This design comes from an exercise in tuning for small area on the open sky130 flow, not from production work.
At most, simulation tests tie the RTL to the original design; equivalence was not proved.
Power is estimated from default activity; no workload was simulated.

==> v1 <==
## ysyx_23060336
module ysyx_23060336(
  input         clock,
                reset,
                io_interrupt,
                io_master_awready,
  output        io_master_awvalid,
  output [31:0] io_master_awaddr,
  output [3:0]  io_master_awid,
  output [7:0]  io_master_awlen,
  output [2:0]  io_master_awsize,
  output [1:0]  io_master_awburst,
  input         io_master_wready,
  output        io_master_wvalid,
  output [31:0] io_master_wdata,
  output [3:0]  io_master_wstrb,
  output        io_master_wlast,
                io_master_bready,
  input         io_master_bvalid,
  input  [1:0]  io_master_bresp,
  input  [3:0]  io_master_bid,
  input         io_master_arready,
  output        io_master_arvalid,
  output [31:0] io_master_araddr,
  output [3:0]  io_master_arid,
  output [7:0]  io_master_arlen,
  output [2:0]  io_master_arsize,
  output [1:0]  io_master_arburst,
  output        io_master_rready,
  input         io_master_rvalid,
  input  [1:0]  io_master_rresp,
  input  [31:0] io_master_rdata,
  input         io_master_rlast,
  input  [3:0]  io_master_rid,
  output        io_slave_awready,
  input         io_slave_awvalid,
  input  [31:0] io_slave_awaddr,
  input  [3:0]  io_slave_awid,
  input  [7:0]  io_slave_awlen,
  input  [2:0]  io_slave_awsize,
  input  [1:0]  io_slave_awburst,
  output        io_slave_wready,
  input         io_slave_wvalid,
  input  [31:0] io_slave_wdata,
  input  [3:0]  io_slave_wstrb,
  input         io_slave_wlast,
                io_slave_bready,
  output        io_slave_bvalid,
  output [1:0]  io_slave_bresp,
  output [3:0]  io_slave_bid,
  output        io_slave_arready,
  ...
make LEC_CHECK=0 CAP_MARGIN=20 CORE_MARGIN=2 CORE_UTILIZATION=40 PLACE_DENSITY=0.6 SLEW_MARGIN=20 finish   # period 25.0 ns
run.sh (not shown) runs the stock make flow with config.mk's settings and CLKGATE_MAP_FILE= SYNTH_SCRIPT=/design/flow/synth_recipe.tcl, a recipe that flattens the netlist after the stock synthesis.
==> v5 (differences from v1) <==
--- a/flow/design.v
+++ b/flow/design.v
@@ -29,17 +29,24 @@
       ? 32'h80000000
       : _io_axi_arvalid_T_2 | ~(_io_axi_arvalid_T_4 | _io_axi_arvalid_T_6 & io_exu_valid)
           ? PC
           : io_dnpc;
   wire        io_axi_arvalid_0 =
     ~reset
     & (~(|state) | _io_axi_arvalid_T_2 | _io_axi_arvalid_T_4 | _io_axi_arvalid_T_6
        & io_exu_valid);
-  wire [31:0] _PC_T_16 = PC + 32'h4;
+  wire [31:0] _PC_T_16;
+  assign _PC_T_16[1:0] = PC[1:0];
+  ysyx_23060336_INC #(30) pcinc (
+    .a  (PC[31:2]),
+    .ci (1'h1),
+    .s  (_PC_T_16[31:2]),
+    .co ()
+  );
   wire [2:0]  _state_T_9 = io_out_ready ? 3'h0 : 3'h3;
   wire [2:0]  _state_T_10 = {1'h0, ~io_out_ready, 1'h0};
   always @(posedge clock) begin
     if (reset) begin
       PC <= 32'h80000000;
       finst <= 32'h0;
       state <= 3'h5;
     end
@@ -1050,27 +1057,69 @@
      _instType_invMatrixOutputs_T_3,
      _instType_invMatrixOutputs_T_1};
   assign io_out_bits_lsu_wbu_rd = isRAW_data ? 5'h0 : io_in_bits_inst[11:7];
   assign io_out_bits_lsu_wbu_csr = io_in_bits_inst[31:20];
   assign io_reg_rs1 = io_in_bits_inst[19:15];
   assign io_reg_rs2 = io_in_bits_inst[24:20];
   assign io_csr_csr = io_in_bits_inst[31:20];
 endmodule
+module ysyx_23060336_RCA #(parameter W = 32) (
+  input  [W-1:0] a,
+                 b,
+  input          ci,
+  output [W-1:0] s,
+  output         co
+);
+  wire [W:0] c;
+  assign c[0] = ci;
+  genvar i;
+  generate
+    for (i = 0; i < W; i = i + 1) begin : g
+      assign s[i] = a[i] ^ b[i] ^ c[i];
+      assign c[i+1] = a[i] & b[i] | c[i] & (a[i] ^ b[i]);
+    end
+  endgenerate
+  assign co = c[W];
+endmodule
+module ysyx_23060336_INC #(parameter W = 30) (
+  input  [W-1:0] a,
+  input          ci,
+  output [W-1:0] s,
+  output         co
+);
+  wire [W:0] c;
+  assign c[0] = ci;
+  genvar i;
+  generate
+    for (i = 0; i < W; i = i + 1) begin : g
+      assign s[i] = a[i] ^ c[i];
+      assign c[i+1] = a[i] & c[i];
+    end
+  endgenerate
+  assign co = c[W];
+endmodule
 module ysyx_23060336_AddSub(
   input         io_cin,
   input  [31:0] io_ina,
                 io_inb,
   output [31:0] io_result,
   output        io_zero,
                 io_carry,
                 io_overflow
 );
   wire [31:0] t_no_cin = {32{io_cin}} ^ io_inb;
-  wire [32:0] _sum_T_1 = {1'h0, io_ina} + {1'h0, t_no_cin} + {32'h0, io_cin};
+  wire [32:0] _sum_T_1;
+  ysyx_23060336_RCA #(32) rca (
+    .a  (io_ina),
+    .b  (t_no_cin),
+    .ci (io_cin),
+    .s  (_sum_T_1[31:0]),
+    .co (_sum_T_1[32])
+  );
   assign io_result = _sum_T_1[31:0];
   assign io_zero = _sum_T_1[31:0] == 32'h0;
   assign io_carry = _sum_T_1[32];
   assign io_overflow = io_ina[31] == t_no_cin[31] & _sum_T_1[31] != io_ina[31];
 endmodule
 module ysyx_23060336_SHIFT(
   input  [31:0] io_in,
   input  [4:0]  io_shamt,
@@ -3373,17 +3422,17 @@
   input         io_master_rvalid,
   input  [31:0] io_master_rdata,
   input         io_clint_arready,
   output        io_clint_arvalid,
   output [31:0] io_clint_araddr,
   input         io_clint_rvalid,
   input  [31:0] io_clint_rdata
 );
-  wire _GEN = (|(io_slave_araddr[31:25])) & io_slave_araddr < 32'h2010000;
+  wire _GEN = io_slave_araddr[31:16] == 16'h0200;
   assign io_slave_awready = io_master_awready;
   assign io_slave_wready = io_master_wready;
   assign io_slave_bvalid = io_master_bvalid;
   assign io_slave_arready = _GEN ? io_clint_arready : io_master_arready;
   assign io_slave_rvalid = _GEN ? io_clint_rvalid : io_master_rvalid;
   assign io_slave_rdata = _GEN ? io_clint_rdata : io_master_rdata;
   assign io_master_awvalid = io_slave_awvalid;
   assign io_master_awaddr = io_slave_awaddr;
@@ -3406,25 +3455,31 @@
   output        io_axi_arready,
   input         io_axi_arvalid,
   input  [31:0] io_axi_araddr,
   output        io_axi_rvalid,
   output [31:0] io_axi_rdata
 );
   reg [31:0] mtimel;
   reg [31:0] mtimeh;
+  wire [63:0] mtime_inc;
+  ysyx_23060336_INC #(64) inc (
+    .a  ({mtimeh, mtimel}),
+    .ci (1'h1),
+    .s  (mtime_inc),
+    .co ()
+  );
   always @(posedge clock) begin
     if (reset) begin
       mtimel <= 32'h0;
       mtimeh <= 32'h0;
     end
     else begin
-      mtimel <= mtimel + 32'h1;
-      if (&mtimel)
-        mtimeh <= mtimeh + 32'h1;
+      mtimel <= mtime_inc[31:0];
+      mtimeh <= mtime_inc[63:32];
     end
   end  
   assign io_axi_arready = ~reset;
   assign io_axi_rvalid = io_axi_arvalid;
   assign io_axi_rdata = io_axi_araddr == 32'h2000000 ? mtimel : mtimeh;
 endmodule
 module ysyx_23060336_EXU(
   input         clock,
@@ -3456,26 +3511,38 @@
   wire [31:0] rezimm = {32{recsr}} ^ io_in_bits_imm;
   wire        _inb_T = io_in_bits_AluMux == 4'h7;
   wire        _inb_T_1 = io_in_bits_AluMux == 4'h1;
   wire        _inb_T_2 = io_in_bits_AluMux == 4'h2;
   wire        _inb_T_3 = io_in_bits_AluMux == 4'h3;
   wire        _inb_T_6 = io_in_bits_AluMux == 4'h4;
   wire        _inb_T_4 = io_in_bits_AluMux == 4'h5;
   wire        _inb_T_5 = io_in_bits_AluMux == 4'h6;
-  wire [3:0]  PCMux = {io_in_bits_branch, _alu_io_result[0], io_in_bits_pcmux};
-  wire        _pcb_T = PCMux == 4'h2;
-  wire        _pcb_T_1 = PCMux == 4'h6;
+  wire [31:0] pc4;
+  assign pc4[1:0] = io_in_bits_pc[1:0];
+  ysyx_23060336_INC #(30) pcinc (
+    .a  (io_in_bits_pc[31:2]),
+    .ci (1'h1),
+    .s  (pc4[31:2]),
+    .co ()
+  );
+  wire [31:0] target;
+  ysyx_23060336_RCA #(32) tadd (
+    .a  (io_in_bits_pcmux[1] ? io_in_bits_src1 : io_in_bits_pc),
+    .b  (io_in_bits_imm),
+    .ci (1'h0),
+    .s  (target),
+    .co ()
+  );
+  wire        useimm =
+    io_in_bits_pcmux[1] | io_in_bits_pcmux[0] & (~io_in_bits_branch | _alu_io_result[0]);
   wire [31:0] io_dnpc_0 =
     io_in_bits_ecall | io_in_bits_mret
       ? io_in_bits_d2
-      : (_pcb_T | _pcb_T_1 ? io_in_bits_src1 : io_in_bits_pc)
-        + (_pcb_T | _pcb_T_1 | PCMux == 4'h1 | PCMux == 4'h5 | PCMux == 4'hD
-             ? io_in_bits_imm
-             : 32'h4);
+      : useimm ? target : pc4;
   always @(posedge clock) begin
     if (reset)
       state <= 1'h0;
     else if (state)
       state <= ~io_out_ready;
     else
       state <= io_in_valid;
   end
@@ -3501,17 +3568,17 @@
                  : 32'h0),
     .io_result (_alu_io_result)
   );
   assign io_in_ready = ~state;
   assign io_out_valid = state;
   assign io_out_bits_result = _alu_io_result;
   assign io_dnpc = io_dnpc_0;
   assign io_exu_valid = state;
-  assign io_isRAW_control = io_in_bits_pc + 32'h4 != io_dnpc_0;
+  assign io_isRAW_control = pc4 != io_dnpc_0;
 endmodule
 module ysyx_23060336_LSU(
   input         clock,
                 reset,
   output        io_axi_awvalid,
   output [31:0] io_axi_awaddr,
   output [2:0]  io_axi_awsize,
   input         io_axi_wready,
@@ -3669,18 +3736,28 @@
   input  [3:0]  io_waddr,
   input  [31:0] io_wdata
 );
   reg [31:0] rf [1:15];
   always @(posedge clock) begin
     if (io_wen & (|io_waddr))
       rf[io_waddr] <= io_wdata;
   end
-  assign io_src1 = (|io_rs1) ? rf[io_rs1[3:0]] : 32'h0;
-  assign io_src2 = (|io_rs2) ? rf[io_rs2[3:0]] : 32'h0;
+  reg [31:0] r1, r2;
+  integer i;
+  always @(*) begin
+    r1 = 32'h0;
+    r2 = 32'h0;
+    for (i = 1; i < 16; i = i + 1) begin
+      r1 = r1 | {32{io_rs1 == i}} & rf[i];
+      r2 = r2 | {32{io_rs2 == i}} & rf[i];
+    end
+  end
+  assign io_src1 = r1;
+  assign io_src2 = r2;
 endmodule
 module ysyx_23060336_CSR(
   input         clock,
                 reset,
   output [31:0] io_mepc,
                 io_mtvec,
                 io_csrdata,
   input  [11:0] io_csr,
@@ -3743,24 +3820,33 @@
   input         io_awvalid,
   input  [31:0] io_awaddr
 );
   reg  [25:0] tags [0:15];
   reg  [31:0] datas [0:15];
   reg  [15:0] valids;
   reg  [31:0] araddr;
   wire [25:0] slave_tag = araddr[31:6];
-  wire        skip_addr = io_slave_araddr > 32'hEFFFFFF & io_slave_araddr < 32'h10000001;
+  wire        skip_addr = io_slave_araddr[31:24] == 8'h0F | io_slave_araddr == 32'h10000000;
   reg  [2:0]  state;
   reg  [2:0]  casez_tmp;
   wire        refill = state == 3'h3 & io_master_rvalid;
   wire        inval = io_awvalid & ~refill;
   wire [3:0]  idx = inval ? io_awaddr[5:2] : araddr[5:2];
-  wire [25:0] out_tag = tags[idx];
-  wire [31:0] out_data = datas[idx];
+  reg  [25:0] out_tag;
+  reg  [31:0] out_data;
+  integer i;
+  always @(*) begin
+    out_tag = 26'h0;
+    out_data = 32'h0;
+    for (i = 0; i < 16; i = i + 1) begin
+      out_tag = out_tag | {26{idx == i}} & tags[i];
+      out_data = out_data | {32{idx == i}} & datas[i];
+    end
+  end
   wire        out_valid = valids[idx];
   wire [2:0]  _state_T_9 = {~io_slave_rready, 2'h0};
   wire [2:0]  _state_T_11 = ~(|state) & io_slave_arvalid ? {skip_addr, 2'h1} : 3'h0;
   always_comb begin
     casez (state)
       3'b000:
         casez_tmp = _state_T_11;
       3'b001:
==> flow/flow/run.sh (new file) <==
#!/bin/bash
# Standard ORFS layout, except: synthesis maps the logic with an area-oriented
# abc script (flow/abc_area.script, via flow/mysynth.tcl), and CTS uses
# smaller clock buffers and no dummy loads.  Each step's output goes to a log
# file in this folder.
set -euo pipefail
W=$(pwd)
export MY_ABC_SCRIPT=$W/flow/abc_area.script
CTS="-sink_clustering_enable -repair_clock_nets -dont_use_dummy_load -buf_list sky130_fd_sc_hd__clkbuf_8 -sink_clustering_size 15 -sink_clustering_max_diameter 50"
M=(make -C "$FLOW_HOME" DESIGN_CONFIG=$W/config.mk WORK_HOME=$W/orfs CLKGATE_MAP_FILE= SYNTH_SCRIPT=$W/flow/mysynth.tcl)
"${M[@]}" synth > $W/synth.log 2>&1
CTS_ARGS="$CTS" "${M[@]}" CTS_ARGS="$CTS" finish > $W/layout.log 2>&1
R=$W/orfs/results/$FLOW_PLATFORM/ysyx_23060336/base
: # left out here: write the final layout as DEF
==> flow/flow/abc_area.script (new file) <==
strash
&get -n
&fraig -x
&put
scorr
dc2
dc2
strash
&get -n
&dch -f
&nf
&put
==> flow/flow/mysynth.tcl (new file) <==
proc synth {args} { yosys synth -nofsm -noshare {*}$args }
# technology mapping with an area-oriented abc script and no delay target
proc abc {args} {
  set out {}
  set i 0
  while {$i < [llength $args]} {
    set a [lindex $args $i]
    if {$a eq "-script"} {
      lappend out -script $::env(MY_ABC_SCRIPT)
      incr i 2
    } elseif {$a eq "-D" || $a eq "-constr"} {
      incr i 2
    } else {
      lappend out $a
      incr i
    }
  }
  yosys abc {*}$out
}
source $::env(SCRIPTS_DIR)/synth.tcl
# left out here: clear keep_hierarchy, flatten, clean up, hide names made inside functions, write 1_2_yosys.v
==> flow/standard.sh (new file) <==
#!/bin/bash
# synth_recipe.tcl (not shown) runs the flow's synth.tcl, then flattens the netlist and writes it again
# the make line also repeats each setting of config.mk as NAME=value (left out here)
make -C /OpenROAD-flow-scripts/flow DESIGN_CONFIG=/design/flow/config.mk WORK_HOME=/design/flow/orfs CLKGATE_MAP_FILE= SYNTH_SCRIPT=/design/flow/synth_recipe.tcl "${@:-finish}"
removed: flow/run.sh
==> comparison <==
- Against v1, the die area of v5 is smaller by 14%.
- Combinational power: v5 is lower than v1 (about 40%).
- In v1 the sequential cell count is higher than in v5, by 4.
- v5 produced a clean layout. v1 finished with timing, DRC and antenna clean.
- Sequential power: v5 is smaller than v1 (about 1%).
- Of v1 and v5, v5 has the higher critical path depth (gap 30).
- Of v1 and v5, v1 has the higher fmax (gap about 20%, measured against v5).
- Of v5 and v1, v5 has the higher non-clock buffer count (gap 46).
==> figures <==
metric	v1	v5
Outcome	no timing/DRC/antenna violations	no timing/DRC/antenna violations
Portion of the layout cell area used by non-clock buffers	0.0297	0.0398
Combinational cell fraction of total power	0.257	0.211
Sequential portion of the cell area	0.502	0.582
Final antenna diode count	29	12
Clock Network Area Fraction	0.0643	0.0269
Clock edge transition at the registers on the reported setup and hold paths	0.06 ns	0.09 ns
Sequential cell count of the final layout	2135	2131
Instance count of the mapped netlist	9503	6939
Wire length per cell	30.6 um	34.1 um
Seq/Total Area, Yosys	0.564	0.656
Sequential cell area	60600 um2	60500 um2
Worst reg-to-reg setup slack	6.42 ns	2.13 ns
Number of placed instances, taps included	12800	10400
R2r endpoint	idu_inst[19]	icache.state[2]
Highest attainable clock frequency	0.0492 GHz	0.0409 GHz
Function not checked in v5: the RTL went through the layout flow alone.

[what the ideal ports hide]
In the flow no input, the clock included, has a driving cell. The finished layouts below were timed again as built, in two steps. Step 1 sets driving cells, clkbuf_16 on the clock port and buf_2 on the other inputs (assumed; they add their load-dependent delay and slew). Step 2 moves the port delays by t, midway between the first and last clock arrival at a register: inputs arrive t later, outputs are due t later. That takes back most of the time a late clock gives input paths. a / b / c = no drivers / after step 1 / after step 2; a / b = the first two.
run	t, ns	setup WS [ns]	worst hold slack (ns)	worst data-port slew with drivers (ns)	pins driven straight from the clock port
v1	0.970	4.676 / 4.583 / 5.552	0.392 / 0.392 / 0.392	0.11	1
v5	1.076	0.532 / 0.437 / 1.513	0.330 / 0.330 / 0.330	0.05	1
After both steps every run listed still meets setup and hold.
